This is an optimization exercise on Yosys and OpenROAD, whose aim is small area and a short achievable clock period, not a production implementation.
RTL that was checked went through simulation tests only; none was proved equivalent to the original.
Only the layout flow was run in run 8; the RTL was not checked for function there.
Power figures rest on the tool's default switching activity, not on a simulated workload.

--- flow/config.mk ---
export PLATFORM = sky130hd
export DESIGN_NAME = cam
export DESIGN_NICKNAME = cam
export VERILOG_FILES = /design/flow/design.v
export SDC_FILE = /design/flow/constraint.sdc
export NUM_CORES = 4
export LEC_CHECK = 0
export CAP_MARGIN = 20
export CORE_MARGIN = 2
export CORE_UTILIZATION = 45
export SLEW_MARGIN = 20
--- flow/constraint.sdc ---
create_clock -name core_clock -period 10.0 [get_ports {clk}]
set_input_delay 2.0000 -clock core_clock [delete_from_list [all_inputs] [get_ports {clk}]]
set_output_delay 2.0000 -clock core_clock [all_outputs]
set_load 0.01 [all_outputs]
--- flow/design.v ---
module cam(clk, enable, 
	       data_in, 
	       MatchEn, WriteEn,
	       WriteAddr,
	       MatchAddr, Match
	       );
input clk, enable;
input [15:0] data_in;
input MatchEn, WriteEn;
input [7:0] WriteAddr;
output [7:0] MatchAddr;
output Match;
reg [15:0] mem[255:0];
reg Equal, Hit, Match;
reg [7:0] HitAddr, MatchAddr;
integer i;
always @(posedge clk) begin
	if ((enable==1'b1) && (WriteEn==1'b1))
		mem[WriteAddr] <= data_in;
end
always @* begin
	Hit = 1'b0;
	HitAddr = 8'd0;
	if (MatchEn==1'b1) begin
		for(i=0;i<256;i=i+1) begin
			Equal = (mem[i]==data_in) ? 1'b1: 1'b0;
			if ((Equal==1'b1) && (Hit==1'b0)) begin
				Hit = 1'b1;
				HitAddr = i;
			end
			else begin
				Hit = Hit;
				HitAddr = HitAddr;
			end
		end
	end
	else begin
		Hit = Hit;
		HitAddr = HitAddr;
	end
end
always @(posedge clk) begin
	if(enable==1'b0) begin
		Match <= 1'b0;
		MatchAddr <= 8'd0;
	end
	else begin
		Match <= Hit;
		MatchAddr <= HitAddr;
	end
end
endmodule
--- flow/run.sh ---
#!/bin/bash
# synth_recipe.tcl (not shown) runs the flow's synth.tcl, then flattens the netlist and writes it again
# the make line also repeats each setting of config.mk as NAME=value (left out here)
make -C /OpenROAD-flow-scripts/flow DESIGN_CONFIG=/design/flow/config.mk WORK_HOME=/design/flow/orfs CLKGATE_MAP_FILE= SYNTH_SCRIPT=/design/flow/synth_recipe.tcl finish
==> results.tsv, run 1 <==
metric	value	unit
DRT antenna net count	0	
Max Clock Skew	65.0	ps
GR Overflow Total	0	
Mapped Nets	11400	
post-synthesis sequential area ratio	68.2	%
crit path capture type	flop	
Initial Utilization	45.2	%
# rows	232	
cell taking the most area after synthesis	edfxtp_1	
kind of critical path	primary input to flop	
leakage	63.8	nW
DR iter-0 viols	9448	
post-synth top area share	68.1	%
initial antenna violation count	26	
Sink Count	4105	
Buffers on Ports	36	
Resized Gates After CTS	0	
GPL Wtd Cong	0.960	
fillers	33000	
simple-gate share of the synthesized area	7.97	%
post-synth cell types	94	
xor/xnor share of the synthesized area	19.9	%
CTS Root Cell	clkbuf_16	
unrepaired setup endpoints after global routing	no	
WL/cell	28.8	um
final setup vio count	0	
DR vias	97900	
H-tree depth	5	
die height	637	um
commonest non-fill, non-tap cell in the layout	edfxtp_1	
FMAX	127	MHz
largest family of logic cells by synthesized area	XOR/XNOR gates	
CTS buffer count	430	
Crit path arrival time	8740	ps
Power Dens Cells	178	nW/um^2
Gate Count Post-Synth	11400	
ys async rst share	0	%
deepest clock path buffer count	4	
Peak supply drop	0.000188	V
worst min path class	flop to flop	
largest net degree at the start of global routing	67	
first-pass GRT wire length	730	mm
Primary FF master, synth	edfxtp_1	
drt first pass iters	6	
#FFs+latches synth	4105	
I/O Pins	37	
WP data required	10890	ps
layout cells sized above 1	12.8	%
die area	406000	um^2
TritonCTS clock tree	done	
vias in the first global route	97400	
residual DRC count	0	
Total Nets Final	12100	
Yosys Warn Count	1	
GR Util All Layers	24.7	%
final hold vios	0	
Tmin final	7850	ps
Syn Area/Cell	15.9	um^2
DP HPWL	324	mm
synthesis-to-layout area growth	12.4	%
CTS Hold Bufs	0	
mux cell area share after synthesis	0	%
max-cap violations	0	
Crit Path Max Fanout	40	
Die Wd	637	um
Post-CTS Setup Inserts	0	
slew margin rel.	20.9	%
ranking of synthesized cells by area	edfxtp_1 68%, xnor2_1 12%, xor2_1 7.5%	
setup tns final	0	ps
outcome	finished clean	
CP Launch Type	primary input	
Compound-Gate Fraction of Synth Area	0.746	%
Final Max Tran Viols	0	
Worst Tran Pin Value	1180	ps
Tcrit/Tclk final	78.5	%
placed cell areas	190000	um^2
synthesized area	181000	um^2
CORE AREA	399000	um^2
CTS clk-pin slew, worst paths	70	ps
Final Cell Area	203000	um^2
area share of fa/ha/maj cells after synthesis	0	%
commonest non-fill, non-tap cells in the layout	4,096 x edfxtp_1, 2,544 x xnor2_1, 1,552 x xor2_1	
clock latency (worst-skew pair)	1000	ps
Vias/cell	5.55	
Post-synth EDFFs	4096	
DRT Wirelength	508	mm
==> metal layers <==
metal	GRT usage (%)	routed length [um]	vias up
met4	6.96	15500	10
met2	39.4	237000	2878
met5	0	67	-
li1	-	-	43300
met3	3.80	28300	688
met1	35.1	227000	51000
==> worst max-delay path, cell delays in order <==
cell and delay, ps:
buf_8 390, buf_4 480, xor2_1 300, nor4_1 120
and4_1 170, nor4_2 980, nand2_2 460, nor2_1 830
nand4_4 590, buf_4 460, nor4_2 750, a31oi_1 210
nand3_1 290, nor3_1 140, a41oi_1 240
==> state kept, by name (all words and copies together) (netlist names) <==
signal     cells
mem         4096
MatchAddr      8
Match          1
==> metrics by stage <==
step	total power (W)	worst slack (ps)	cells	utilization (%)	hold WS (ps)
2_1_floorplan	0.0206	4560	11400	-	744
3_3_place_gp	0.0213	807	16900	47.4	1200
3_5_place_dp	0.0213	1430	16900	47.5	1200
4_1_cts	0.0365	2480	17600	50.8	1210
5_1_grt	0.0373	2370	17700	50.8	1310
6_report	0.0362	2150	17700	50.8	1200
==> where the power goes <==
part	total, W	leakage, nW	switching [W]	internal (W)
clock	0.0153	6.49	0.00671	0.00856
sequential	0.0189	36.9	0.00000775	0.0189
combinational	0.00200	20.4	0.00131	0.000687
total	0.0362	63.8	0.00803	0.0282
==> cells by family (layout without fill, tap and decap cells) <==
family,count (synthesis),after routing
DFF,4105,4105
xor gates and xnor gates,4096,4096
and+or+nand+nor,2406,2406
buffers and inverters,571,1592
AOI/OAI and AO/OA,184,184
other,0,10
==> cell type report <==
class	count	area, um^2	area share (%)
Antenna cell	10	25.0	0.0123
Sequential cell	4105	123000	60.7
Tap cell	5265	6590	3.24
Clock buffer	542	11200	5.54
Multi-Input combinational cell	6686	52400	25.8
Clock inverter	244	2100	1.04
Timing Repair Buffer	765	7350	3.62
Inverter	41	154	0.0758
==> worst paths after layout <==
kind | startpoint | to | slack (ps) | cells after the start
worst max-delay path | data_in[12] | MatchAddr[6]$_SDFF_PN0_ | 2150 | 15
worst min register to register | mem[114][10]$_DFFE_PP_ | MatchAddr[0]$_SDFF_PN0_ | 1200 | 7
worst min-delay path | mem[114][10]$_DFFE_PP_ | MatchAddr[0]$_SDFF_PN0_ | 1200 | 7
worst max register to register | mem[94][12]$_DFFE_PP_ | MatchAddr[6]$_SDFF_PN0_ | 3910 | 13
==> cell usage after synthesis (all sizes together), types with 5 or more instances <==
cell	number
a2111oi	8
a211oi	7
a21boi	8
a21oi	21
a31oi	19
a32o	5
a32oi	5
a41oi	7
and2	12
and3	17
and4	34
buf	480
clkbuf	50
dfxtp	9
edfxtp	4096
inv	41
nand2	132
nand2b	28
nand3	88
nand3b	15
nand4	812
nand4b	10
nor2	408
nor2b	31
nor3	94
nor3b	19
nor4	637
nor4b	23
o2111ai	7
o21ai	24
o21bai	6
o22ai	14
o32ai	9
o41ai	5
or2	11
or3	12
or4	5
xnor2	2544
xor2	1552
==> run 2: changes to the inputs <==
==> flow/design.v (replaced) <==
module cam(clk, enable,
	       data_in,
	       MatchEn, WriteEn,
	       WriteAddr,
	       MatchAddr, Match
	       );
input clk, enable;
input [15:0] data_in;
input MatchEn, WriteEn;
input [7:0] WriteAddr;
output [7:0] MatchAddr;
output Match;
reg Match;
reg [7:0] MatchAddr;
reg  [15:0] mem [0:255];
wire [255:0] m;    
genvar g;
generate
	for (g = 0; g < 256; g = g + 1) begin : row
		always @(posedge clk)
			if (enable && WriteEn && (WriteAddr == g))
				mem[g] <= data_in;
		assign m[g] = (mem[g] == data_in);
	end
endgenerate
wire [255:0] v0 = m;
wire [127:0] v1; wire [127:0]     a1;
wire [63:0]  v2; wire [64*2-1:0]  a2;
wire [31:0]  v3; wire [32*3-1:0]  a3;
wire [15:0]  v4; wire [16*4-1:0]  a4;
wire [7:0]   v5; wire [8*5-1:0]   a5;
wire [3:0]   v6; wire [4*6-1:0]   a6;
wire [1:0]   v7; wire [2*7-1:0]   a7;
wire         v8; wire [7:0]       a8;
generate
	for (g = 0; g < 128; g = g + 1) begin : l1
		assign v1[g] = v0[2*g] | v0[2*g+1];
		assign a1[g] = ~v0[2*g] & v0[2*g+1];
	end
	for (g = 0; g < 64; g = g + 1) begin : l2
		assign v2[g] = v1[2*g] | v1[2*g+1];
		assign a2[g*2 +: 2] = {~v1[2*g] & v1[2*g+1],
		                       a1[2*g] | (~v1[2*g] & a1[2*g+1])};
	end
	for (g = 0; g < 32; g = g + 1) begin : l3
		assign v3[g] = v2[2*g] | v2[2*g+1];
		assign a3[g*3 +: 3] = {~v2[2*g] & v2[2*g+1],
		                       a2[2*g*2 +: 2] | ({2{~v2[2*g]}} & a2[(2*g+1)*2 +: 2])};
	end
	for (g = 0; g < 16; g = g + 1) begin : l4
		assign v4[g] = v3[2*g] | v3[2*g+1];
		assign a4[g*4 +: 4] = {~v3[2*g] & v3[2*g+1],
		                       a3[2*g*3 +: 3] | ({3{~v3[2*g]}} & a3[(2*g+1)*3 +: 3])};
	end
	for (g = 0; g < 8; g = g + 1) begin : l5
		assign v5[g] = v4[2*g] | v4[2*g+1];
		assign a5[g*5 +: 5] = {~v4[2*g] & v4[2*g+1],
		                       a4[2*g*4 +: 4] | ({4{~v4[2*g]}} & a4[(2*g+1)*4 +: 4])};
	end
	for (g = 0; g < 4; g = g + 1) begin : l6
		assign v6[g] = v5[2*g] | v5[2*g+1];
		assign a6[g*6 +: 6] = {~v5[2*g] & v5[2*g+1],
		                       a5[2*g*5 +: 5] | ({5{~v5[2*g]}} & a5[(2*g+1)*5 +: 5])};
	end
	for (g = 0; g < 2; g = g + 1) begin : l7
		assign v7[g] = v6[2*g] | v6[2*g+1];
		assign a7[g*7 +: 7] = {~v6[2*g] & v6[2*g+1],
		                       a6[2*g*6 +: 6] | ({6{~v6[2*g]}} & a6[(2*g+1)*6 +: 6])};
	end
endgenerate
assign v8 = v7[0] | v7[1];
assign a8 = {~v7[0] & v7[1], a7[6:0] | ({7{~v7[0]}} & a7[13:7])};
wire search = enable & MatchEn;
always @(posedge clk) begin
	Match     <= search & v8;
	MatchAddr <= {8{search}} & a8;
end
endmodule
--- a/flow/config.mk
+++ b/flow/config.mk
@@ -8,4 +8,5 @@
 export CAP_MARGIN = 20
 export CORE_MARGIN = 2
 export CORE_UTILIZATION = 45
+export SETUP_SLACK_MARGIN = 5
 export SLEW_MARGIN = 20
==> run 2 against run 1 <==
Compared with the run above:
- critical path depth down 1
- first-iteration DRC count increased by 3.9%
- core utilization rose by 0.75 points
- cell count fell by 3.4%
- non-clock buffer count down 92
- register-to-register slack improved by 2400 ps
- combinational power is 11% higher
- highest routed layer unchanged
- total power increased by 1.8%
- final area is 0.58% lower
- critical path type unchanged
- maximum frequency grew 55%
- largest power group unchanged
- wire length shrank 3.4%
==> results.tsv, run 2 <==
metric	value	unit	change
outcome	finished clean		
setup tns final	0	ps	unchanged
DR iter-0 viols	9821		+3.9%
max-cap violations	0		unchanged
cell taking the most area after synthesis	edfxtp_1		
dpl ws	2500	ps	+1070 ps
Peak supply drop	0.000158	V	-16%
CP Launch Type	primary input		
DRT Wirelength	491	mm	-3.4%
Primary FF master, synth	edfxtp_1		
Total Nets Final	11500		-4.6%
CORE AREA	391000	um^2	-2.0%
fillers	31900		-3.3%
layout cells sized above 1	12.6	%	-0.21 points
Crit Path Max Fanout	20		-50%
Buffers on Ports	36		unchanged
CP Cell Sequence	buf_16, buf_16, buf_12, xnor2_1, nand4_1, nor4_4, or2_2, or4bb_1, or2_2, and2_1, o31ai_4, nand2_2, a211oi_4, o32ai_1		
#FFs+latches synth	4105		unchanged
CTS clk-pin slew, worst paths	60	ps	about the same
die area	397000	um^2	-2.2%
deepest clock path buffer count	4		unchanged
CTS buffer count	430		unchanged
WL/cell	28.8	um	about the same
CTS Root Cell	clkbuf_16		
initial antenna violation count	26		unchanged
Max stage delay cell, worst path	or4bb_1		
Worst Tran Pin Value	1080	ps	-94.4 ps
drt first pass iters	5		-1
R2R Setup Slk	6290	ps	+2380 ps
Tmin final	5080	ps	-2780 ps
# rows	230		-0.86%
ys async rst share	0	%	unchanged
Post-synth EDFFs	4096		unchanged
Yosys Warn Count	2		+1
Power Dens Cells	183	nW/um^2	+2.4%
Sink Count	4105		unchanged
TritonCTS clock tree	done		
Die Wd	630	um	-1.1%
Tcrit/Tclk final	50.8	%	-28 points
Crit path arrival time	5880	ps	-2860 ps
I/O Pins	37		unchanged
Gate Count Post-Synth	10900		-4.4%
DP HPWL	244	mm	-25%
DR vias	94800		-3.2%
Initial Utilization	45.1	%	-0.10 points
first-pass GRT wire length	646	mm	-11%
Vias/cell	5.56		+0.21%
most frequent cell after synthesis	edfxtp_1		
clock latency (worst-skew pair)	980	ps	-20 ps
leakage	65.6	nW	+2.8%
GR Overflow Total	0		unchanged
Mapped Nets	10900		-4.4%
H-tree depth	5		unchanged
DRT antenna net count	0		unchanged
final setup vio count	0		unchanged
ranking of synthesized cells by area	edfxtp_1 70%, xor2_1 13%, xnor2_1 7.5%		
crit-path max cell delay	550	ps	-430 ps
largest net degree at the start of global routing	104		+55%
die height	630	um	-1.1%
Syn Area/Cell	16.3	um^2	+2.3%
unrepaired setup endpoints after global routing	yes		
Max Clock Skew	91.5	ps	+26.5 ps
GR Util All Layers	21.9	%	-2.8 points
commonest cells in the netlist	4,096 x edfxtp_1, 2,576 x xor2_1, 1,520 x xnor2_1, 737 x nor4_1, 549 x nand4_1		
WHS	1060	ps	-148 ps
commonest non-fill, non-tap cell in the layout	edfxtp_1		
post-synth cell types	77		-18%
slew margin rel.	27.8	%	+6.9 points
worst min path class	flop to flop		
Final Max Tran Viols	0		unchanged
GPL Wtd Cong	0.823		-14%
vias in the first global route	93800		-3.7%
CTS Hold Bufs	0		unchanged
FMAX	197	MHz	+55%
worst setup margin	4920	ps	+2780 ps
final hold vios	0		unchanged
commonest non-fill, non-tap cells in the layout	4,096 x edfxtp_1, 2,576 x xor2_1, 1,520 x xnor2_1		
max reg flops	4096		unchanged
residual DRC count	0		unchanged
synthesized area	177000	um^2	-2.2%
WP data required	10810	ps	-80 ps
Largest Register	mem		
synthesis-to-layout area growth	14.4	%	
kind of critical path	primary input to flop		
post-synthesis sequential area ratio	69.8	%	+1.6 points
crit path capture type	flop		
post-synth top area share	69.7	%	+1.6 points
biggest regs	mem (4096), MatchAddr (8), Match (1)		
## run 2: per-layer routing
layer	wire length (um)	vias up	GRT usage [%]
li1	-	41100	-
met1	210000	49600	30.7
met2	233000	3435	36.0
met3	34600	643	2.85
met4	13700	2	5.74
met5	13	-	0
## run 2: through the flow
step / std cells / util, % / cell area (um^2) / power [W]
6_report: 17100 / 51.6 / 202000 / 0.0369
5_1_grt: 17000 / 51.6 / 202000 / 0.0379
4_1_cts: 16900 / 50.8 / 199000 / 0.0369
3_5_place_dp: 16100 / 46.8 / 183000 / 0.0212
3_3_place_gp: 16000 / 46.7 / 183000 / 0.0211
2_1_floorplan: 10900 / - / 177000 / 0.0205
## run 2: cell type report
type                       instances  area (um^2)  area share (%)
sequential                      4105       123000            61.0
antenna                            7         17.5         0.00868
multi-input combinational       6233        49400            24.5
timing repair buffer             673         8950            4.43
tap                             5220         6530            3.24
clock buffer                     533        11300            5.57
inverter                          26         97.6          0.0483
clock inverter                   253         2490            1.23
## run 2: cells by family (layout without fill, tap and decap cells)
logic type | Yosys count | in the layout | synth area share (%)
flip-flops | 4105 | 4105 | 69.8
AND/OR/NAND/NOR | 1906 | 1906 | 6.16
XOR/XNOR | 4096 | 4096 | 20.3
buffers and inverters | 524 | 1485 | 2.88
other | 0 | 7 | 0
AO/OA/AOI/OAI | 231 | 231 | 0.862
## run 2: worst max-delay path, delay by kind of cell
| family | cells | cell delay, ps |
|---|---|---|
| simple gates | 7 | 1850 |
| compound gates | 3 | 1100 |
| buf+inv | 3 | 710 |
| xor+xnor | 1 | 90 |
## run 2: path summary, 6_finish.rpt
check,from,to,cells after the start
max reg2reg,mem[78][7]$_DFFE_PP_,MatchAddr[1]$_DFF_P_,11
max,data_in[0],MatchAddr[4]$_DFF_P_,14
min,mem[64][10]$_DFFE_PP_,MatchAddr[0]$_DFF_P_,6
min reg2reg,mem[64][10]$_DFFE_PP_,MatchAddr[0]$_DFF_P_,6
## run 2: power by group
group          switching, W  leakage [nW]  internal (W)
clock network       0.00670          6.68       0.00900
registers        0.00000773          36.9        0.0189
logic               0.00146          22.0      0.000745
## run 2: timing repair
action / 4_1_cts / 5_1_grt
pin swaps: 13 / 7
setup endpoints to repair: 525 / 197
gates cloned: 22 / 59
setup buffers: 17 / 107
gates resized for setup: 191 / 129
==> run 3: changes to the inputs <==
--- a/flow/config.mk
+++ b/flow/config.mk
@@ -8,5 +8,4 @@
 export CAP_MARGIN = 20
 export CORE_MARGIN = 2
 export CORE_UTILIZATION = 45
-export SETUP_SLACK_MARGIN = 5
 export SLEW_MARGIN = 20
==> run 3 against run 2 <==
Compared with the run above:
- still clean
- clock-buffer cell count unchanged
- first-iteration DRC count decreased by 28%
- cell count decreased by 1.2%
- worst hold slack improved by 17 ps
- non-clock buffer count decreased by 205
- wire length decreased by 14%
- worst setup slack got worse by 1400 ps
- clock skew decreased by 10 ps
- global-route usage decreased by 0.92 points
- sequential power about the same
- largest cell class unchanged
==> results.tsv, run 3 <==
metric	value	unit	change
largest net degree at the start of global routing	104		unchanged
initial antenna violation count	14		-46%
drt first pass iters	5		unchanged
non-filler cells, final	16800		-1.2%
unrepaired setup endpoints after global routing	no		
# rows	230		unchanged
post-synth cell types	77		unchanged
mux cell area share after synthesis	0	%	unchanged
CP Launch Type	primary input		
commonest cells in the netlist	4,096 x edfxtp_1, 2,576 x xor2_1, 1,520 x xnor2_1, 737 x nor4_1, 549 x nand4_1		
Primary FF master, synth	edfxtp_1		
post-synth top area share	69.7	%	unchanged
area share of fa/ha/maj cells after synthesis	0	%	unchanged
DRT Wirelength	423	mm	-14%
Vias/cell	5.36		-3.6%
Syn Area/Cell	16.3	um^2	unchanged
kind of critical path	primary input to flop		
Yosys Warn Count	2		unchanged
WP data required	10800	ps	about the same
Die Wd	630	um	unchanged
clock latency (worst-skew pair)	960	ps	-20 ps
Sw Share	21.7	%	-0.50 points
Total Nets Final	11300		-1.8%
Sink Count	4105		unchanged
first-pass GRT wire length	626	mm	-3.2%
Post-CTS Setup Inserts	0		-17
FMAX	154	MHz	-22%
Tmin final	6490	ps	+1410 ps
Internal	0.0285	W	-0.56%
Crit path arrival time	7290	ps	+1410 ps
H-tree depth	5		unchanged
synthesized area	177000	um^2	unchanged
vias in the first global route	93200		-0.62%
DP HPWL	244	mm	unchanged
ranking of synthesized cells by area	edfxtp_1 70%, xor2_1 13%, xnor2_1 7.5%		
layout cells sized above 1	10.4	%	-2.2 points
Largest Register	mem		
Power Dens Cells	185	nW/um^2	+1.3%
residual DRC count	0		unchanged
outcome	finished clean		
commonest non-fill, non-tap cells in the layout	4,096 x edfxtp_1, 2,576 x xor2_1, 1,520 x xnor2_1		
die area	397000	um^2	unchanged
Peak supply drop	0.000158	V	about the same
max-cap violations	0		unchanged
Worst Tran Pin Value	1160	ps	+73.7 ps
worst min path class	flop to flop		
GPL Wtd Cong	0.823		unchanged
Max Clock Skew	81.1	ps	-10.4 ps
slew margin rel.	22.2	%	-5.6 points
DR iter-0 viols	7090		-28%
I/O Pins	37		unchanged
DRT antenna net count	0		unchanged
die height	630	um	unchanged
Gate Count Post-Synth	10900		unchanged
deepest clock path buffer count	4		unchanged
DR vias	90300		-4.8%
CTS Hold Bufs	0		unchanged
GR Overflow Total	0		unchanged
Mapped Nets	10900		unchanged
#FFs+latches synth	4105		unchanged
Core Util, Final	50.3	%	-1.3 points
Buffers on Ports	36		unchanged
total power	0.0364	W	-1.2%
WL/cell	25.1	um	-13%
fillers	32300		+1.4%
commonest non-fill, non-tap cell in the layout	edfxtp_1		
biggest regs	mem (4096), MatchAddr (8), Match (1)		
sequential cell fraction of total power	52.0	%	+0.6 points
max reg flops	4096		unchanged
Tcrit/Tclk final	64.9	%	+14 points
most frequent cell after synthesis	edfxtp_1		
placed cell count	16100		unchanged
final setup vio count	0		unchanged
Post-synth EDFFs	4096		unchanged
Crit Path Max Fanout	42		+110%
leakage	63.2	nW	-3.6%
ys async rst share	0	%	unchanged
post-synthesis sequential area ratio	69.8	%	unchanged
Comb power frac	5.1	%	-0.9 points
clock power share	42.9	%	+0.3 points
CTS Root Cell	clkbuf_16		
WHS	1070	ps	+17.4 ps
Compound-Gate Fraction of Synth Area	0.862	%	unchanged
final hold vios	0		unchanged
Initial Utilization	45.1	%	unchanged
largest family of logic cells by synthesized area	XOR/XNOR gates		
setup tns final	0	ps	unchanged
cell taking the most area after synthesis	edfxtp_1		
Resized Gates After CTS	0		-100%
synthesis-to-layout area growth	11.6	%	
GR Util All Layers	21.0	%	-0.92 points
CTS clk-pin slew, worst paths	60	ps	about the same
CTS buffer count	430		unchanged
CORE AREA	391000	um^2	unchanged
xor/xnor share of the synthesized area	20.3	%	unchanged
Net Switching	0.00789	W	-3.4%
crit path capture type	flop		
TritonCTS clock tree	done		
Final Max Tran Viols	0		unchanged
simple-gate share of the synthesized area	6.16	%	unchanged
==> run 3: cell counts after synthesis <==
No cell type changed its count.
==> run 3: cells by family (layout without fill, tap and decap cells) <==
family          count (synthesis)  after routing
simple gates                 1906           1906
other cells                     0              3
flops                        4105           4105
compound gates                231            231
buf+inv                       524           1280
xor+xnor                     4096           4096
==> run 3: path summary, 6_finish.rpt <==
check                              end             startpoint  slack, ps  depth (start not counted)
hold reg to reg   MatchAddr[0]$_DFF_P_  mem[64][15]$_DFFE_PP_       1070                          6
setup reg to reg  MatchAddr[4]$_DFF_P_  mem[230][6]$_DFFE_PP_       5680                         11
hold / removal    MatchAddr[0]$_DFF_P_  mem[64][15]$_DFFE_PP_       1070                          6
setup / recovery  MatchAddr[4]$_DFF_P_             data_in[0]       3510                         14
==> run 3: area by class of cell <==
type,instances,area (um^2),area share (%)
Clock inverter,253,2490,1.27
Sequential cell,4105,123000,62.5
Clock buffer,533,11300,5.71
Timing Repair Buffer,468,4690,2.38
Tap cell,5220,6530,3.32
Antenna cell,3,7.51,0.00381
Multi-Input combinational cell,6233,48800,24.7
Inverter,26,97.6,0.0495
==> run 3: critical path: stages <==
cell and delay (ps):
buf_8 380, buf_4 550, buf_4 420, xnor2_1 120, nand4_1 110, nor4_1 140
or2_2 340, or4bb_1 550, or2_2 390, and2_1 170, o31ai_1 920, nand2_1 170
a211oi_2 630, o32ai_1 170
==> run 3: through the flow <==
step / cell area [um^2] / worst slack, ps
after floorplan: 177000 / 5140
after global placement: 183000 / 2170
after detailed placement: 183000 / 2500
after CTS: 197000 / 3560
after global routing: 197000 / 3390
final: 197000 / 3510
==> run 3: routing by layer <==
layer / vias to the layer above / global-route usage, % / wire [um]
li1: 40600 / - / -
met5: - / 0 / 17
met4: 2 / 5.55 / 11500
met1: 46900 / 29.3 / 189000
met2: 2172 / 34.6 / 202000
met3: 570 / 2.81 / 20900
==> run 3: power by group through the flow <==
| stage | logic, W | registers (W) | clock network (W) |
|---|---|---|---|
| final | 0.00184 | 0.0189 | 0.0156 |
| after global routing | 0.00199 | 0.0189 | 0.0166 |
| after CTS | 0.00187 | 0.0189 | 0.0159 |
| after floorplan | 0.00118 | 0.0193 | 0 |
| after detailed placement | 0.00187 | 0.0193 | 0 |
| after global placement | 0.00182 | 0.0193 | 0 |
==> run 4: changes to the inputs <==
==> flow/design.v (replaced) <==
module cam(clk, enable,
	       data_in,
	       MatchEn, WriteEn,
	       WriteAddr,
	       MatchAddr, Match
	       );
input clk, enable;
input [15:0] data_in;
input MatchEn, WriteEn;
input [7:0] WriteAddr;
output [7:0] MatchAddr;
output Match;
reg Match;
reg [7:0] MatchAddr;
wire        wr = enable & WriteEn;
wire [15:0] grp_any;
wire [63:0] grp_idx;
genvar g;
generate
	for (g = 0; g < 16; g = g + 1) begin : grp
		wire gsel = wr & (WriteAddr[7:4] == g);
		cam_group u (
			.clk(clk), .wsel(gsel), .waddr(WriteAddr[3:0]), .d(data_in),
			.any(grp_any[g]), .idx(grp_idx[4*g +: 4])
		);
	end
endgenerate
wire [7:0] addr;
cam_sel16 top_sel (.any(grp_any), .idx(grp_idx), .hit(), .addr(addr));
wire search = enable & MatchEn;
always @(posedge clk) begin
	Match     <= search & (|grp_any);
	MatchAddr <= {8{search}} & addr;
end
endmodule
module cam_sel16(any, idx, hit, addr);
input  [15:0] any;
input  [63:0] idx;
output        hit;
output [7:0]  addr;
reg [3:0] grp;
reg [3:0] low;
integer i;
always @* begin
	grp = 4'd0;
	low = 4'd0;
	for (i = 15; i >= 0; i = i - 1)
		if (any[i]) grp = i;
	for (i = 0; i < 16; i = i + 1)
		if ((any & ((16'd1 << i) - 16'd1)) == 16'd0)
			low = low | idx[4*i +: 4];
end
assign hit  = |any;
assign addr = {grp, low};
endmodule
module cam_group(clk, wsel, waddr, d, any, idx);
input        clk, wsel;
input  [3:0] waddr;
input  [15:0] d;
output       any;
output [3:0] idx;
wire [15:0] m;
genvar e;
generate
	for (e = 0; e < 16; e = e + 1) begin : ent
		wire we = wsel & (waddr == e);
		cam_row u (.clk(clk), .we(we), .we_n(~we), .d(d), .match(m[e]));
	end
endgenerate
reg [3:0] i4;
integer i;
always @* begin
	i4 = 4'd0;
	for (i = 15; i >= 0; i = i - 1)
		if (m[i]) i4 = i;
end
assign any = |m;
assign idx = i4;
endmodule
module cam_row(clk, we, we_n, d, match);
input clk, we, we_n;
input [15:0] d;
output match;
reg [15:0] q;
always @(posedge clk)
	q <= (q & {16{we_n}}) | (d & {16{we}});
assign match = (q == d);
endmodule
==> flow/flow/run.sh (new file) <==
#!/bin/bash
set -euo pipefail
bash standard.sh SETUP_SLACK_MARGIN=6.5 finish > standard_flow.log 2>&1
==> flow/standard.sh (new file) <==
#!/bin/bash
# synth_recipe.tcl (not shown) runs the flow's synth.tcl, then flattens the netlist and writes it again
# the make line also repeats each setting of config.mk as NAME=value (left out here)
make -C /OpenROAD-flow-scripts/flow DESIGN_CONFIG=/design/flow/config.mk WORK_HOME=/design/flow/orfs CLKGATE_MAP_FILE= SYNTH_SCRIPT=/design/flow/synth_recipe.tcl "${@:-finish}"
--- a/flow/config.mk
+++ b/flow/config.mk
@@ -7,5 +7,8 @@
 export LEC_CHECK = 0
 export CAP_MARGIN = 20
 export CORE_MARGIN = 2
-export CORE_UTILIZATION = 45
+export CORE_UTILIZATION = 55
+export SETUP_SLACK_MARGIN = 5
 export SLEW_MARGIN = 20
+export SYNTH_HIERARCHICAL = 1
+export TNS_END_PERCENT = 5
removed: flow/run.sh
==> run 4 against run 3 <==
Compared with the run above:
- flip-flop and latch count did not move
- highest routed layer unchanged
- die area fell by 18%
- combinational power rose by 120%
- register-to-register slack improved by 1200 ps
- clock power rose by 8%
- worst setup slack improved by 2000 ps
- worst hold slack got worse by 580 ps
- cell count rose by 24%
- via count rose by 51%
- sequential share of layout area fell by 24 points
- first-iteration DRC count rose by 87%
- largest power group unchanged
- largest cell class is now multi-input gates
- core utilization rose by 16 points
==> results.tsv, run 4 <==
metric	value	unit	change
outcome	finished clean		
Syn Area/Cell	11.0	um^2	-32%
die height	569	um	-9.7%
Worst Tran Pin Value	1010	ps	-147 ps
WHS	490	ps	-583 ps
Tcrit/Tclk final	44.6	%	-20 points
Core Util, Final	66.6	%	+16 points
Buffers on Ports	36		unchanged
Vias/cell	6.52		+22%
CORE AREA	318000	um^2	-19%
residual DRC count	0		unchanged
CTS Root Cell	clkbuf_16		
layout cells sized above 1	15.8	%	+5.4 points
GPL Wtd Cong	0.851		+3.5%
placed cell areas	180000	um^2	-2.0%
Power Dens Cells	179	nW/um^2	-3.0%
Yosys Warn Count	10		+8
Max Clock Skew	32.5	ps	-48.7 ps
DRT antenna net count	0		unchanged
Mapped Nets	15900		+46%
final setup vio count	0		unchanged
first-pass GRT wire length	909	mm	+45%
slew margin rel.	32.7	%	+10 points
setup tns final	0	ps	unchanged
Initial Utilization	55.3	%	+10 points
Final Max Tran Viols	0		unchanged
CTS buffer count	431		+0.23%
final hold vios	0		unchanged
drt first pass iters	13		+8
Total Nets Final	16400		+45%
WP data required	10860	ps	+60 ps
unrepaired setup endpoints after global routing	yes		
max reg flops	4096		unchanged
CP Launch Type	primary input		
commonest non-fill, non-tap cells in the layout	4,103 x dfxtp_1, 4,089 x xnor2_1, 3,840 x a22o_1		
synthesized area	176000	um^2	-0.45%
Crit Path Max Fanout	17		-60%
vias in the first global route	131000		+41%
non-filler cells, final	20900		+24%
initial antenna violation count	24		+10
CTS clk-pin slew, worst paths	60	ps	about the same
placed cell count	19400		+21%
Largest Register	grp.u.ent.u.q		
# rows	207		-10%
DR vias	136000		+51%
Die Wd	569	um	-9.7%
leakage	77.0	nW	+22%
DP HPWL	290	mm	+19%
Tmin final	4460	ps	-2030 ps
clock latency (worst-skew pair)	1000	ps	+40 ps
die area	324000	um^2	-18%
TritonCTS clock tree	done		
biggest regs	grp.u.ent.u.q (4096), MatchAddr (8), Match (1)		
synthesis-to-layout area growth	20.5	%	
multi-input logic area	90100	um^2	+85%
WL/cell	30.4	um	+21%
GR Overflow Total	0		unchanged
kind of critical path	primary input to flop		
worst min path class	flop to flop		
max-cap violations	0		unchanged
Final Cell Area	212000	um^2	+7.5%
fillers	23900		-26%
GR Util All Layers	37.2	%	+16 points
crit path capture type	flop		
H-tree depth	5		unchanged
I/O Pins	37		unchanged
deepest clock path buffer count	4		unchanged
commonest non-fill, non-tap cell in the layout	dfxtp_1		
DR iter-0 viols	13300		+87%
Sequential Area	82200	um^2	-33%
DRT Wirelength	636	mm	+50%
FMAX	224	MHz	+46%
Crit path arrival time	5320	ps	-1970 ps
Sink Count	4105		unchanged
CTS Hold Bufs	0		unchanged
Gate Count Post-Synth	15900		+46%
largest net degree at the start of global routing	65		-38%
Peak supply drop	0.000219	V	+38%
## run 4: what timing repair did
| item | in CTS | in global routing |
|---|---|---|
| pin swaps | 149 | 72 |
| cloned | 193 | 32 |
| endpoints found under the setup margin | 4114 | 4093 |
| buffers inserted | 364 | 138 |
| gates resized for setup | 842 | 193 |
## run 4: layout make-up
type                       count  share of cell area (%)
antenna                       18                  0.0213
clock buffer                 660                    6.21
clock inverter               137                   0.807
inverter                     319                   0.794
multi-input combinational  10500                    42.5
sequential                  4105                    38.8
tap                         4180                    2.47
timing repair buffer        1030                    8.33
timing repair inverter        11                  0.0295
## run 4: critical path, stage by stage
cell and delay, ps:
buf_16 200, buf_16 260, buf_6 260, xnor2_1 140, nand4_1 160, nor4_4 430, nor4_2 90, and3_1 210
nand4_1 160, buf_4 160, inv_1 90, a21oi_1 210, o21ai_1 90, a21o_1 210, a221o_1 360, and3_1 150
## run 4: path summary, 6_finish.rpt
check	startpoint	to	slack, ps	depth (start not counted)
setup reg to reg	grp[2].u.ent[8].u.q[9]$_DFF_P_	MatchAddr[2]$_DFF_P_	6910	13
setup / recovery	data_in[15]	MatchAddr[2]$_DFF_P_	5540	16
hold / removal	grp[3].u.ent[3].u.q[14]$_DFF_P_	grp[3].u.ent[3].u.q[14]$_DFF_P_	490	1
hold reg to reg	grp[3].u.ent[3].u.q[14]$_DFF_P_	grp[3].u.ent[3].u.q[14]$_DFF_P_	490	1
## run 4: layer usage
metal / GRT usage [%] / routed length, um
met4: 15.9 / 29500
met5: 0 / 49
met2: 58.5 / 284000
met3: 5.28 / 52100
met1: 51.1 / 271000
## run 4: through the flow
step | power [W] | setup slack, ps
finish | 0.0380 | 5540
global route | 0.0389 | 5530
CTS | 0.0379 | 5770
detailed placement | 0.0204 | 2830
global placement | 0.0203 | 2860
floorplan | 0.0191 | 5770
## run 4: where the power goes
part           internal, W  switching [W]
logic              0.00186        0.00209
clock network      0.00998        0.00688
registers           0.0168       0.000332
total               0.0287        0.00930
==> run 5: changes to the inputs <==
--- a/flow/config.mk
+++ b/flow/config.mk
@@ -7,7 +7,8 @@
 export LEC_CHECK = 0
 export CAP_MARGIN = 20
 export CORE_MARGIN = 2
-export CORE_UTILIZATION = 55
+export CORE_UTILIZATION = 60
+export CTS_BUF_LIST = sky130_fd_sc_hd__clkbuf_8
 export SETUP_SLACK_MARGIN = 5
 export SLEW_MARGIN = 20
 export SYNTH_HIERARCHICAL = 1
==> run 5 against run 4 <==
Compared with the run above:
- still clean
- combinational power decreased by 4%
- clock-buffer cell count increased by 184
- clock power decreased by 13%
==> results.tsv, run 5 <==
metric	value	unit	change
largest net degree at the start of global routing	87		+34%
WL/cell	29.8	um	-2.1%
outcome	finished clean		
initial antenna violation count	24		unchanged
Peak supply drop	0.000144	V	-34%
synthesized area	176000	um^2	unchanged
CTS Root Cell	clkbuf_8		
Total Nets Final	16400		-0.13%
R2R Setup Slk	6860	ps	-50 ps
Mapped Nets	15900		unchanged
Tmin final	4250	ps	-212 ps
residual DRC count	0		unchanged
max-cap violations	0		unchanged
commonest non-fill, non-tap cells in the layout	4,098 x dfxtp_1, 4,095 x xnor2_1, 3,840 x a22o_1		
worst setup margin	5750	ps	+212 ps
Worst Tran Pin Value	1080	ps	+65.7 ps
DR vias	138000		+0.91%
leakage	74.7	nW	-3.1%
commonest non-fill, non-tap cell in the layout	dfxtp_1		
Die Wd	545	um	-4.2%
CTS clk-pin slew, worst paths	60	ps	about the same
dpl ws	3130	ps	+304 ps
H-tree depth	6		+1
Syn Area/Cell	11.0	um^2	unchanged
Max Clock Skew	45.6	ps	+13.2 ps
final setup vio count	0		unchanged
die height	545	um	-4.2%
clock latency (worst-skew pair)	1240	ps	+240 ps
CORE AREA	291000	um^2	-8.5%
DP HPWL	278	mm	-3.8%
GR Util All Layers	39.6	%	+2.4 points
Crit path arrival time	5410	ps	+90 ps
Crit Path Max Fanout	20		+3
biggest regs	grp.u.ent.u.q (4096), MatchAddr (8), Match (1)		
layout cells sized above 1	15.9	%	+0.12 points
CP endpoint	MatchAddr[1]$_DFF_P_		
worst min path class	flop to flop		
CP Launch Type	primary input		
crit-path max cell delay	470	ps	+40 ps
setup tns final	0	ps	unchanged
DRT antenna net count	0		unchanged
GR Overflow Total	0		unchanged
Vias/cell	6.63		+1.7%
first-pass GRT wire length	899	mm	-1.1%
CP Cell Sequence	bufbuf_16, buf_16, xnor2_1, nand4_1, nor4_4, nor4_2, and3_1, nand4_1, buf_12, buf_4, nor4_4, nand3_2, nor2_4, a211oi_1, nand3_1, and3_1		
Sink Count	4105		unchanged
synthesis-to-layout area growth	17.5	%	
Buffers on Ports	36		unchanged
Max stage delay cell, worst path	nor4_4		
CTS buffer count	667		+55%
Initial Utilization	60.4	%	+5.1 points
I/O Pins	37		unchanged
DRT Wirelength	618	mm	-2.9%
Worst Setup SP	data_in[5]		
Final Max Tran Viols	0		unchanged
Yosys Warn Count	10		unchanged
final hold vios	0		unchanged
# rows	198		-4.3%
kind of critical path	primary input to flop		
FMAX	235	MHz	+5.0%
max reg flops	4096		unchanged
crit path capture type	flop		
Largest Register	grp.u.ent.u.q		
Gate Count Post-Synth	15900		unchanged
Power Dens Cells	173	nW/um^2	-3.7%
vias in the first global route	135000		+2.8%
deepest clock path buffer count	4		unchanged
unrepaired setup endpoints after global routing	yes		
Tcrit/Tclk final	42.5	%	-2.1 points
die area	297000	um^2	-8.3%
slew margin rel.	28.3	%	-4.4 points
TritonCTS clock tree	done		
WP data required	11170	ps	+310 ps
reg-to-reg critical path endpoint	MatchAddr[1]$_DFF_P_		
drt first pass iters	7		-6
Reg2Reg Depth	14		+1
Critical R2R Launch	grp[3].u.ent[11].u.q[10]$_DFF_P_		
GPL Wtd Cong	0.879		+3.3%
DR iter-0 viols	13900		+4.5%
-- run 5: stage by stage --
| stage | power [W] | area, um^2 | util (%) | instances | hold WS, ps |
|---|---|---|---|---|---|
| after floorplan | 0.0191 | 176000 | - | 15900 | 461 |
| after global placement | 0.0202 | 179000 | 61.3 | 19000 | 473 |
| after detailed placement | 0.0203 | 179000 | 61.4 | 19000 | 474 |
| after CTS | 0.0356 | 206000 | 70.7 | 20700 | 493 |
| after global routing | 0.0366 | 207000 | 70.9 | 20700 | 502 |
| final | 0.0357 | 207000 | 71.0 | 20800 | 489 |
-- run 5: worst max-delay path, delay by kind of cell --
family	cells	cell delay, ps
simple gates	10	2120
buf+inv	4	1010
xor+xnor	1	110
compound gates	1	90
-- run 5: what timing repair did --
item                                    4_1_cts  5_1_grt
hold buffers                                  0        0
pin swaps                                   115       19
buffers inserted                            303       25
gates resized for setup                     966       79
gates cloned                                181       14
endpoints found under the setup margin     4114     4062
-- run 5: how the worst min path moves through the flow --
stage | cells past startpoint | endpoint | startpoint
final | 1 | grp[3].u.ent[1].u.q[14]$_DFF_P_ | grp[3].u.ent[1].u.q[14]$_DFF_P_
after global routing | 1 | grp[3].u.ent[8].u.q[15]$_DFF_P_ | grp[3].u.ent[8].u.q[15]$_DFF_P_
after CTS | 1 | grp[9].u.ent[12].u.q[14]$_DFF_P_ | grp[9].u.ent[12].u.q[14]$_DFF_P_
after detailed placement | 1 | grp[14].u.ent[11].u.q[15]$_DFF_P_ | grp[14].u.ent[11].u.q[15]$_DFF_P_
after global placement | 1 | grp[5].u.ent[11].u.q[14]$_DFF_P_ | grp[5].u.ent[11].u.q[14]$_DFF_P_
after floorplan | 1 | grp[0].u.ent[0].u.q[14]$_DFF_P_ | grp[0].u.ent[0].u.q[14]$_DFF_P_
-- run 5: final cells by class --
type	count	area, um^2
Multi-Input combinational cell	10500	89900
Fill cell	20800	84600
Sequential cell	4105	82200
Timing Repair Buffer	775	14300
Clock buffer	844	11600
Tap cell	3900	4880
Inverter	319	1860
Clock inverter	329	1750
Timing Repair inverter	9	50.0
Antenna cell	16	40.0
-- run 5: report_power, final --
group | total [W] | internal (W) | switching (W)
sequential | 0.0172 | 0.0168 | 0.000335
clock | 0.0147 | 0.00776 | 0.00693
combinational | 0.00380 | 0.00176 | 0.00205
total | 0.0357 | 0.0263 | 0.00931
-- run 5: routing by layer --
| layer | track usage (%) | part of all wire, % | up-vias |
|---|---|---|---|
| li1 | - | - | 59700 |
| met3 | 8.43 | 9.7 | 1761 |
| met4 | 22.2 | 6.3 | 14 |
| met5 | 0 | 0.015 | - |
| met2 | 60.9 | 44 | 6694 |
| met1 | 51.8 | 40 | 69400 |
==> run 6: changes to the inputs <==
--- a/flow/config.mk
+++ b/flow/config.mk
@@ -8,7 +8,8 @@
 export CAP_MARGIN = 20
 export CORE_MARGIN = 2
 export CORE_UTILIZATION = 60
-export CTS_BUF_LIST = sky130_fd_sc_hd__clkbuf_8
+export CTS_CLUSTER_DIAMETER = 80
+export CTS_CLUSTER_SIZE = 30
 export SETUP_SLACK_MARGIN = 5
 export SLEW_MARGIN = 20
 export SYNTH_HIERARCHICAL = 1
==> run 6 against run 5 <==
Compared with the run above:
- worst hold slack better by 13 ps
- combinational power fell by 2%
- highest routed layer unchanged
- sequential share of layout area grew 1.6 points
==> results.tsv, run 6 <==
metric	value	unit	change
outcome	finished clean		
sequential cell fraction of total power	56.3	%	+8.2 points
Core Util, Final	68.2	%	-2.7 points
max reg flops	4096		unchanged
final hold vios	0		unchanged
Net Switching	0.00804	W	-14%
WP data required	10910	ps	-260 ps
Gate Count Post-Synth	15900		unchanged
drt first pass iters	6		-1
crit-path max cell delay	430	ps	-40 ps
Sw Share	26.4	%	+0.30 points
first-pass GRT wire length	856	mm	-4.7%
fillers	21500		+3.2%
Mapped Nets	15900		unchanged
Max stage delay cell, worst path	nor4_4		
Largest Register	grp.u.ent.u.q		
Vias/cell	6.69		+0.88%
synthesis-to-layout area growth	13.0	%	
max-cap violations	0		unchanged
GR Util All Layers	37.6	%	-2.1 points
Die Wd	545	um	unchanged
Internal	0.0224	W	-15%
Yosys Warn Count	10		unchanged
Sink Count	4105		unchanged
Comb power frac	12.2	%	+1.5 points
Syn Area/Cell	11.0	um^2	unchanged
biggest regs	grp.u.ent.u.q (4096), MatchAddr (8), Match (1)		
FMAX	227	MHz	-3.7%
DRT Wirelength	594	mm	-3.9%
CORE AREA	291000	um^2	unchanged
layout cells sized above 1	12.6	%	-3.4 points
CTS clk-pin slew, worst paths	110	ps	+50 ps
GPL Wtd Cong	0.879		unchanged
deepest clock path buffer count	4		unchanged
setup tns final	0	ps	unchanged
clock power share	31.5	%	-9.7 points
Buffers on Ports	36		unchanged
unrepaired setup endpoints after global routing	yes		
TritonCTS clock tree	done		
residual DRC count	0		unchanged
initial antenna violation count	21		-13%
Max Clock Skew	50.7	ps	+5.06 ps
CP Cell Sequence	buf_16, buf_12, buf_12, buf_16, xnor2_1, nand4_1, nor4_4, buf_4, or2b_1, o311a_1, o22ai_1, nor2_1, a221oi_4, o31ai_2, nand3_1, and3_1		
DP HPWL	278	mm	unchanged
slew margin rel.	31.0	%	+2.7 points
kind of cell adding the most delay to the critical path	simple AND/OR/NAND/NOR gates		
synthesized area	176000	um^2	unchanged
Worst Tran Pin Value	1030	ps	-45.5 ps
H-tree depth	4		-2
die area	297000	um^2	unchanged
DRT antenna net count	0		unchanged
commonest non-fill, non-tap cell in the layout	dfxtp_1		
I/O Pins	37		unchanged
worst min path class	flop to flop		
Crit Path Max Fanout	13		-35%
Final Max Tran Viols	0		unchanged
DR iter-0 viols	13400		-3.5%
clock latency (worst-skew pair)	990	ps	-250 ps
kind of critical path	primary input to flop		
vias in the first global route	128000		-5.2%
crit path capture type	flop		
Initial Utilization	60.4	%	unchanged
Peak supply drop	0.000173	V	+20%
CTS Hold Bufs	0		unchanged
GR Overflow Total	0		unchanged
Crit path arrival time	5320	ps	-90 ps
CTS Root Cell	clkbuf_16		
CP bufs+invs	5		+1
Power Dens Cells	153	nW/um^2	-11%
final setup vio count	0		unchanged
leakage	69.8	nW	-6.6%
DR vias	133000		-3.3%
CTS buffer count	183		-73%
largest net degree at the start of global routing	83		-4.6%
commonest non-fill, non-tap cells in the layout	4,101 x dfxtp_1, 4,095 x xnor2_1, 3,840 x a22o_1		
Tcrit/Tclk final	44.1	%	+1.6 points
Total Nets Final	15900		-2.9%
CP Launch Type	primary input		
Tmin final	4410	ps	+165 ps
die height	545	um	unchanged
WL/cell	29.9	um	+0.30%
# rows	198		unchanged
==> run 6: repair_timing <==
| action | in CTS | in global routing |
|---|---|---|
| cloned | 144 | 33 |
| setup endpoints to repair | 4114 | 4029 |
| buffers inserted | 243 | 107 |
| resized for setup | 811 | 183 |
| pin swaps | 83 | 79 |
==> run 6: power by group through the flow <==
stage / clock [W] / combinational, W / sequential, W
after CTS: 0.00964 / 0.00355 / 0.0171
after global routing: 0.0102 / 0.00386 / 0.0172
after floorplan: 0 / 0.00164 / 0.0174
after global placement: 0 / 0.00274 / 0.0175
final: 0.00958 / 0.00372 / 0.0171
after detailed placement: 0 / 0.00282 / 0.0175
==> run 6: final timing paths <==
| check | startpoint | end | slack (ps) | cells after the start |
|---|---|---|---|---|
| setup / recovery | data_in[0] | MatchAddr[0]$_DFF_P_ | 5590 | 16 |
| hold reg to reg | grp[3].u.ent[1].u.q[14]$_DFF_P_ | grp[3].u.ent[1].u.q[14]$_DFF_P_ | 500 | 1 |
| setup reg to reg | grp[14].u.ent[14].u.q[10]$_DFF_P_ | MatchAddr[0]$_DFF_P_ | 6930 | 13 |
| hold / removal | grp[3].u.ent[1].u.q[14]$_DFF_P_ | grp[3].u.ent[1].u.q[14]$_DFF_P_ | 500 | 1 |
==> run 6: worst reg2reg max path, cell delays in order (launching register included) <==
cell and delay, ps:
dfxtp_1 350, xnor2_1 180, nand4_1 230, nor4_4 440
inv_1 80, a21oi_1 140, o311a_1 250, o22ai_2 140
nor2b_1 190, o21ai_2 360, a21oi_1 120, a211oi_1 240
nand3_1 120, and3_1 160
==> run 6: cell type report <==
class / instances / area (um^2) / share of cell area (%)
clock inverters: 101 / 1170 / 0.587
diodes: 20 / 50.0 / 0.0252
multi-input cells: 10500 / 89900 / 45.2
clock buffers: 199 / 4770 / 2.40
repair inverters: 7 / 47.5 / 0.0239
flip-flops and latches: 4105 / 82200 / 41.4
repair buffers: 781 / 13800 / 6.97
inverters: 319 / 1800 / 0.905
well taps: 3900 / 4880 / 2.46
==> run 6: layer usage <==
metal / part of all wire (%) / track usage, % / up-vias
met2: 45 / 59.0 / 5727
met3: 8.9 / 6.31 / 1247
met1: 41 / 50.5 / 67600
met5: 0.014 / 0 / -
li1: - / - / 58400
met4: 5.2 / 17.2 / 12
==> run 6: per-stage QoR <==
stage | setup WS [ps] | std cells | instance area, um^2 | total power, W | hold WS [ps]
final | 5590 | 19900 | 199000 | 0.0304 | 502
after CTS | 5730 | 19700 | 196000 | 0.0303 | 503
after detailed placement | 3130 | 19000 | 179000 | 0.0203 | 474
after floorplan | 5770 | 15900 | 176000 | 0.0191 | 461
after global routing | 5580 | 19900 | 199000 | 0.0312 | 513
after global placement | 3120 | 19000 | 179000 | 0.0202 | 473
==> run 7: changes to the inputs <==
==> flow/run.sh (new file) <==
#!/bin/bash
# synth_recipe.tcl (not shown) runs the flow's synth.tcl, then flattens the netlist and writes it again
# the make line also repeats each setting of config.mk as NAME=value (left out here)
make -C /OpenROAD-flow-scripts/flow DESIGN_CONFIG=/design/flow/config.mk WORK_HOME=/design/flow/orfs CLKGATE_MAP_FILE= SYNTH_SCRIPT=/design/flow/synth_recipe.tcl finish
--- a/flow/config.mk
+++ b/flow/config.mk
@@ -7,10 +7,7 @@
 export LEC_CHECK = 0
 export CAP_MARGIN = 20
 export CORE_MARGIN = 2
-export CORE_UTILIZATION = 60
-export CTS_CLUSTER_DIAMETER = 80
-export CTS_CLUSTER_SIZE = 30
+export CORE_UTILIZATION = 45
 export SETUP_SLACK_MARGIN = 5
 export SLEW_MARGIN = 20
 export SYNTH_HIERARCHICAL = 1
-export TNS_END_PERCENT = 5
removed: flow/flow/run.sh
removed: flow/standard.sh
==> run 7 against run 6 <==
Compared with the run above:
- register-to-register slack got worse by 290 ps
- combinational power decreased by 21%
- critical path type unchanged
- clock power increased by 75%
- first-iteration DRC count decreased by 39%
- worst setup slack got worse by 730 ps
- die area increased by 33%
- total power increased by 21%
- highest routed layer is now met4
==> results.tsv, run 7 <==
metric	value	unit	change
Total Nets Final	15700		-1.2%
kind of cell adding the most delay to the critical path	simple AND/OR/NAND/NOR gates		
WP data required	10860	ps	-50 ps
commonest non-fill, non-tap cells in the layout	4,105 x dfxtp_1, 4,096 x xnor2_1, 3,840 x a22o_1		
hold path depth	1		unchanged
max-cap violations	0		unchanged
DRT antenna net count	0		unchanged
DP HPWL	271	mm	-2.5%
crit-path max cell delay	880	ps	+450 ps
Worst Tran Pin Value	1040	ps	+9.99 ps
vias in the first global route	116000		-9.5%
CTS Root Cell	clkbuf_16		
Max Clock Skew	66.1	ps	+15.4 ps
Sink Count	4105		unchanged
# rows	229		+16%
Initial Utilization	45.2	%	-15 points
WL/cell	22.7	um	-24%
residual DRC count	0		unchanged
Tcrit/Tclk final	51.4	%	+7.3 points
synthesized area	176000	um^2	unchanged
worst setup margin	4860	ps	-727 ps
Max stage delay cell, worst path	clkdlybuf4s50_1		
largest net degree at the start of global routing	91		+9.6%
initial antenna violation count	5		-76%
GR Util All Layers	22.7	%	-15 points
dpl ws	3270	ps	+135 ps
GPL Wtd Cong	0.811		-7.8%
biggest regs	grp.u.ent.u.q (4096), MatchAddr (8), Match (1)		
CP Launch Type	primary input		
DR iter-0 viols	8110		-39%
CORE AREA	389000	um^2	+34%
CTS Hold Bufs	0		unchanged
multi-input logic area	87800	um^2	-2.3%
deepest clock path buffer count	4		unchanged
CTS clk-pin slew, worst paths	60	ps	-50 ps
I/O Pins	37		unchanged
critical path depth in cells	8		-8
first-pass GRT wire length	721	mm	-16%
TritonCTS clock tree	done		
Die Wd	629	um	+15%
CP bufs+invs	2		-3
Peak supply drop	0.000157	V	-9.0%
DR vias	121000		-8.8%
drt first pass iters	5		-1
max reg flops	4096		unchanged
Vias/cell	5.72		-15%
CP Cell Sequence	clkdlybuf4s50_1, nand2_1, nor2_2, nand2_1, nor2_1, nand2_1, inv_1, a22o_1		
final setup vio count	0		unchanged
Reg2Reg Depth	12		-1
DRT Wirelength	481	mm	-19%
clock latency (worst-skew pair)	980	ps	about the same
Gate Count Post-Synth	15900		unchanged
H-tree depth	5		+1
synthesis-to-layout area growth	12.5	%	
Mapped Nets	15900		unchanged
total power	0.0369	W	+21%
final hold vios	0		unchanged
leakage	69.1	nW	-1.0%
Sequential Area	82200	um^2	about the same
die height	629	um	+15%
Syn Area/Cell	11.0	um^2	unchanged
commonest non-fill, non-tap cell in the layout	dfxtp_1		
Final Cell Area	198000	um^2	-0.48%
Largest Register	grp.u.ent.u.q		
outcome	finished clean		
slew margin rel.	30.4	%	-0.69 points
Yosys Warn Count	10		unchanged
unrepaired setup endpoints after global routing	yes		
CTS buffer count	436		+140%
Crit path arrival time	6000	ps	+680 ps
Crit Path Max Fanout	17		+4
fillers	34900		+62%
placed cell areas	180000	um^2	+1.1%
GR Overflow Total	0		unchanged
kind of critical path	primary input to flop		
FMAX	195	MHz	-14%
Buffers on Ports	36		unchanged
setup tns final	0	ps	unchanged
most used cell, CP	nand2_1		
crit path capture type	flop		
die area	396000	um^2	+33%
Power Dens Cells	187	nW/um^2	+22%
worst min path class	flop to flop		
Tmin final	5140	ps	+727 ps
Final Max Tran Viols	0		unchanged
layout cells sized above 1	10.3	%	-2.3 points
==> run 7: worst register-to-register path, delay by kind of cell (launching register included) <==
family,cells,cell delay (ps)
DFF,1,320
and+or+nand+nor,8,2150
AOI/OAI and AO/OA,3,680
xor gates and xnor gates,1,150
==> run 7: cell type report <==
| class | instances | area share (%) |
|---|---|---|
| Timing Repair Buffer | 349 | 2.47 |
| Sequential cell | 4105 | 41.6 |
| Tap cell | 5197 | 3.29 |
| Antenna cell | 8 | 0.0101 |
| Clock inverter | 146 | 1.03 |
| Multi-Input combinational cell | 10500 | 44.4 |
| Inverter | 319 | 0.632 |
| Clock buffer | 642 | 6.56 |
==> run 7: final timing paths <==
check	startpoint	end	slack, ps
setup / recovery	WriteAddr[7]	grp[14].u.ent[9].u.q[8]$_DFF_P_	4860
setup reg to reg	grp[14].u.ent[11].u.q[0]$_DFF_P_	MatchAddr[3]$_DFF_P_	6640
hold reg to reg	grp[13].u.ent[7].u.q[14]$_DFF_P_	grp[13].u.ent[7].u.q[14]$_DFF_P_	490
hold / removal	grp[13].u.ent[7].u.q[14]$_DFF_P_	grp[13].u.ent[7].u.q[14]$_DFF_P_	490
==> run 7: layer usage <==
layer | up-vias | GRT usage [%] | wire length, um
met5 | - | 0 | 0
met3 | 604 | 2.16 | 18300
met2 | 2014 | 36.1 | 215000
li1 | 58100 | - | -
met1 | 60700 | 32.7 | 235000
met4 | 0 | 5.86 | 12200
==> run 7: through the flow <==
step / hold slack, ps / std cells / utilization [%]
after floorplan: 461 / 15900 / -
after global placement: 473 / 20400 / 46.4
after detailed placement: 474 / 20400 / 46.4
after CTS: 494 / 21200 / 50.6
after global routing: 499 / 21200 / 50.8
final: 489 / 21200 / 50.8
==> run 7: what timing repair did <==
action / CTS / global route
gates resized for setup: 105 / 103
endpoints found under the setup margin: 880 / 368
cloned: 8 / 16
pin swaps: 2 / 4
setup buffers: 19 / 7
hold endpoints to repair: 0 / 0
==> run 7: power breakdown <==
| part | internal (W) | leakage, nW | switching [W] | total, W |
|---|---|---|---|---|
| sequential | 0.0168 | 33.2 | 0.000316 | 0.0171 |
| clock | 0.00995 | 7.35 | 0.00689 | 0.0168 |
| combinational | 0.00138 | 28.5 | 0.00157 | 0.00294 |
| total | 0.0282 | 69.1 | 0.00878 | 0.0369 |
==> run 8: changes to the inputs <==
==> flow/design.v (replaced) <==
module cam(clk, enable,
	       data_in,
	       MatchEn, WriteEn,
	       WriteAddr,
	       MatchAddr, Match
	       );
input clk, enable;
input [15:0] data_in;
input MatchEn, WriteEn;
input [7:0] WriteAddr;
output [7:0] MatchAddr;
output Match;
reg Match;
reg [7:0] MatchAddr;
wire        wr = enable & WriteEn;
wire [15:0] grp_none;    
wire [63:0] grp_idx;     
genvar g;
generate
	for (g = 0; g < 16; g = g + 1) begin : grp
		wire gsel = wr & (WriteAddr[7:4] == g);
		cam_group u (
			.clk(clk), .wsel(gsel), .waddr(WriteAddr[3:0]), .d(data_in),
			.none(grp_none[g]), .idx(grp_idx[4*g +: 4])
		);
	end
endgenerate
wire search = enable & MatchEn;
reg [3:0] hi;
reg [3:0] low;
integer i;
always @* begin
	hi = 4'd0;
	low = 4'd0;
	for (i = 15; i >= 0; i = i - 1)
		if (!grp_none[i]) hi = i;
	for (i = 0; i < 16; i = i + 1)
		if ((~grp_none & ((16'd1 << i) - 16'd1)) == 16'd0)
			low = low | grp_idx[4*i +: 4];
end
always @(posedge clk) begin
	Match     <= search & ~(&grp_none);
	MatchAddr <= {8{search}} & {hi, low};
end
endmodule
module cam_group(clk, wsel, waddr, d, none, idx);
input        clk, wsel;
input  [3:0] waddr;
input  [15:0] d;
output       none;
output [3:0] idx;
wire [15:0] mm;    
genvar e;
generate
	for (e = 0; e < 16; e = e + 1) begin : ent
		wire we = wsel & (waddr == e);
		cam_row u (.clk(clk), .we(we), .we_n(~we), .d(d), .mismatch(mm[e]));
	end
endgenerate
reg [3:0] i4;
integer i;
always @* begin
	i4 = 4'd0;
	for (i = 15; i >= 0; i = i - 1)
		if (!mm[i]) i4 = i;
end
assign none = &mm;
assign idx  = i4;
endmodule
module cam_row(clk, we, we_n, d, mismatch);
input clk, we, we_n;
input [15:0] d;
output mismatch;
reg [15:0] q;
always @(posedge clk)
	q <= (q & {16{we_n}}) | (d & {16{we}});
assign mismatch = |(q ^ d);
endmodule
==> flow/flow/run.sh (new file) <==
#!/bin/bash
set -euo pipefail
bash standard.sh SETUP_SLACK_MARGIN=6.5 finish > standard_flow.log 2>&1
==> flow/standard.sh (new file) <==
#!/bin/bash
# synth_recipe.tcl (not shown) runs the flow's synth.tcl, then flattens the netlist and writes it again
# the make line also repeats each setting of config.mk as NAME=value (left out here)
make -C /OpenROAD-flow-scripts/flow DESIGN_CONFIG=/design/flow/config.mk WORK_HOME=/design/flow/orfs CLKGATE_MAP_FILE= SYNTH_SCRIPT=/design/flow/synth_recipe.tcl "${@:-finish}"
--- a/flow/config.mk
+++ b/flow/config.mk
@@ -7,7 +7,9 @@
 export LEC_CHECK = 0
 export CAP_MARGIN = 20
 export CORE_MARGIN = 2
-export CORE_UTILIZATION = 45
+export CORE_UTILIZATION = 60
+export CTS_BUF_LIST = sky130_fd_sc_hd__clkbuf_8
 export SETUP_SLACK_MARGIN = 5
 export SLEW_MARGIN = 20
 export SYNTH_HIERARCHICAL = 1
+export TNS_END_PERCENT = 5
removed: flow/run.sh
==> run 8 against run 7 <==
Compared with the run above:
- still clean
- non-clock buffer count grew 434
- sequential power is essentially flat
- synthesized area shrank 1.1%
- register-to-register slack gained 220 ps
- maximum frequency grew 22%
- wire length grew 25%
- cell count shrank 2.7%
- worst hold slack gained 0.95 ps
- critical path type unchanged
==> results.tsv, run 8 <==
metric	value	unit	change
slew margin rel.	37.7	%	+7.4 points
Die Wd	542	um	-14%
reg-to-reg critical path endpoint	MatchAddr[1]$_DFF_P_		
post-synth cell types	44		
Vias/cell	6.57		+15%
largest family of logic cells by synthesized area	compound AO/OA/AOI/OAI gates		
clock latency (worst-skew pair)	1250	ps	+270 ps
GR Overflow Total	0		unchanged
final hold vios	0		unchanged
Reg2Reg Depth	11		-1
Largest Register	grp.u.ent.u.q		
ys async rst share	0	%	
#FFs+latches synth	4105		
crit path capture type	flop		
Sink Count	4105		unchanged
WL/cell	29.2	um	+29%
synthesized area	174000	um^2	-1.1%
cell taking the most area after synthesis	dfxtp_1		
CORE AREA	288000	um^2	-26%
Mapped Nets	15900		-0.094%
Crit path arrival time	5330	ps	-670 ps
Yosys Warn Count	9		-1
DRT Wirelength	602	mm	+25%
WHS	490	ps	+0.954 ps
TritonCTS clock tree	done		
Critical R2R Launch	grp[2].u.ent[13].u.q[1]$_DFF_P_		
I/O Pins	37		unchanged
hold path depth	1		unchanged
Tmin final	4200	ps	-935 ps
drt first pass iters	6		+1
CTS Root Cell	clkbuf_8		
DR vias	136000		+12%
FMAX	238	MHz	+22%
Compound-Gate Fraction of Synth Area	21.7	%	
worst min path class	flop to flop		
CTS buffer count	666		+53%
outcome	finished clean		
Gate Count Post-Synth	15900		-0.094%
largest net degree at the start of global routing	64		-30%
Syn Area/Cell	10.9	um^2	-1.0%
most frequent cell after synthesis	dfxtp_1		
GR Util All Layers	39.0	%	+16 points
Initial Utilization	60.3	%	+15 points
biggest regs	grp.u.ent.u.q (4096), MatchAddr (8), Match (1)		
xor/xnor share of the synthesized area	20.6	%	
commonest non-fill, non-tap cells in the layout	4,099 x dfxtp_1, 4,094 x xor2_1, 3,840 x a22o_1		
GPL Wtd Cong	0.838		+3.3%
Total Nets Final	16400		+4.2%
residual DRC count	0		unchanged
mux cell area share after synthesis	0	%	
Power Dens Cells	174	nW/um^2	-7.0%
fillers	20900		-40%
die area	294000	um^2	-26%
CP Launch Type	primary input		
commonest cells in the netlist	4,105 x dfxtp_1, 4,096 x xor2_1, 3,840 x a22o_1, 1,024 x nor4_1		
DR iter-0 viols	13300		+63%
deepest clock path buffer count	4		unchanged
R2R Setup Slk	6860	ps	+220 ps
final setup vio count	0		unchanged
leakage	93.2	nW	+35%
H-tree depth	6		+1
layout cells sized above 1	15.3	%	+5.1 points
Peak supply drop	0.000129	V	-18%
Final Max Tran Viols	0		unchanged
CTS clk-pin slew, worst paths	60	ps	about the same
commonest non-fill, non-tap cell in the layout	dfxtp_1		
post-synth top area share	47.3	%	
non-filler cells, final	20600		-2.7%
hold wc startpoint	grp[8].u.ent[10].u.q[14]$_DFF_P_		
Crit Path Max Fanout	27		+10
Primary FF master, synth	dfxtp_1		
DRT antenna net count	0		unchanged
unrepaired setup endpoints after global routing	yes		
DP HPWL	275	mm	+1.3%
Tcrit/Tclk final	42.0	%	-9.4 points
first-pass GRT wire length	873	mm	+21%
WP data required	11130	ps	+270 ps
max reg flops	4096		unchanged
CTS Hold Bufs	0		unchanged
synthesis-to-layout area growth	16.9	%	
Worst Hold Path EP	grp[8].u.ent[10].u.q[14]$_DFF_P_		
post-synthesis sequential area ratio	47.3	%	
Worst Tran Pin Value	934	ps	-106 ps
kind of critical path	primary input to flop		
setup tns final	0	ps	unchanged
simple-gate share of the synthesized area	6.71	%	
ranking of synthesized cells by area	dfxtp_1 47%, xor2_1 21%, a22o_1 19%		
area share of fa/ha/maj cells after synthesis	0	%	
placed cell count	18900		-7.1%
initial antenna violation count	26		+21
die height	542	um	-14%
vias in the first global route	132000		+14%
Core Util, Final	70.5	%	+20 points
max-cap violations	0		unchanged
Post-synth EDFFs	0		
Buffers on Ports	36		unchanged
Max Clock Skew	56.5	ps	-9.58 ps
# rows	197		-14%
run 8: per-stage QoR:
stage | total power, W | setup WS (ps) | cell area (um^2)
2_1_floorplan | 0.0187 | 5990 | 174000
5_1_grt | 0.0363 | 5790 | 203000
3_5_place_dp | 0.0200 | 3400 | 177000
4_1_cts | 0.0353 | 6060 | 202000
3_3_place_gp | 0.0199 | 3380 | 177000
6_report | 0.0353 | 5800 | 203000
run 8: how the worst max path moves through the flow:
stage / from / to / slack (ps) / cells after the start
2_1_floorplan: data_in[15] / MatchAddr[3]$_DFF_P_ / 5990 / 11
3_3_place_gp: data_in[1] / MatchAddr[0]$_DFF_P_ / 3380 / 14
3_5_place_dp: data_in[1] / MatchAddr[0]$_DFF_P_ / 3400 / 14
4_1_cts: Match$_DFF_P_ / Match / 6060 / 1
5_1_grt: data_in[3] / MatchAddr[1]$_DFF_P_ / 5790 / 14
6_report: data_in[3] / MatchAddr[1]$_DFF_P_ / 5800 / 14
run 8: area by class of cell:
cell class              instances  area (um^2)  area share, %
flip-flops and latches       4105        82200           40.5
well taps                    3781         4730           2.33
multi-input cells           10400        86900           42.8
repair inverters               12         67.6         0.0332
inverters                     340         2030           1.00
clock buffers                 834        11500           5.65
repair buffers                783        13700           6.76
diodes                         17         42.5         0.0209
clock inverters               360         1970          0.972
run 8: power breakdown:
part | switching [W] | internal [W]
logic | 0.00198 | 0.00143
registers | 0.000327 | 0.0168
clock network | 0.00694 | 0.00782
total | 0.00924 | 0.0261
run 8: timing repair:
item                        CTS  global route
gates resized for setup     845           140
gates cloned                168            23
setup buffers               275            48
setup endpoints to repair  4114          3976
pin swaps                   138            76
run 8: per-module statistics from Yosys, one instance, submodules excluded:
module / flip-flops and latches / cell area, um^2
cam_group: 0 / 354
cam_row: 16 / 653
cam: 9 / 957
run 8: logic make-up after synthesis:
kind of cell	count (synthesis)
buf+inv	1370
compound gates	4326
flops	4105
xor+xnor	4096
simple gates	1994
run 8: worst max-delay path, cell delays in order:
cell      delay, ps
buf_16          130
buf_12          160
buf_16          230
xor2_1          180
nor4_1          350
nand4_1         250
a31o_1          260
a311oi_2        280
nor3_1          100
buf_4           190
a21o_1          230
a211oi_4        320
o22ai_2         120
or3_1           380
run 8: metal layers:
metal  global-route usage (%)  routed length [um]  vias to the layer above
met5                        0                 142                        -
met2                     60.0              265000                     5949
met1                     53.3              255000                    68700
li1                         -                   -                    59700
met4                     17.4               28200                       20
met3                     7.41               54000                     1314

[what the ideal ports hide]
Ports are ideal in the flow. The routed layouts listed here were re-timed in OpenROAD.
Step 1 assumes that a clkbuf_16 drives the clock port and a buf_2 every other input.
Step 2, shift: input delay + t, output delay - t, t = (earliest + latest rising clock arrival at the registers) / 2. This alone moves slack from input paths to output paths.
a / b / c = ideal ports / drivers / drivers and shift; a / b = the first two.
run | t (ns) | setup slack, ns
run 1 | 1.077 | 2.145 / 2.202 / 1.126
run 2 | 1.058 | 4.924 / 4.519 / 3.461
run 3 | 1.041 | 3.510 / 3.560 / 2.519
run 4 | 1.084 | 5.540 / 5.196 / 4.112
run 5 | 1.333 | 5.752 / 5.441 / 4.108
run 6 | 1.056 | 5.587 / 5.229 / 4.173
run 7 | 1.056 | 4.860 / 4.830 / 3.774
run 8 | 1.343 | 5.796 / 5.503 / 4.160
After both steps setup and hold are still met in every run listed.
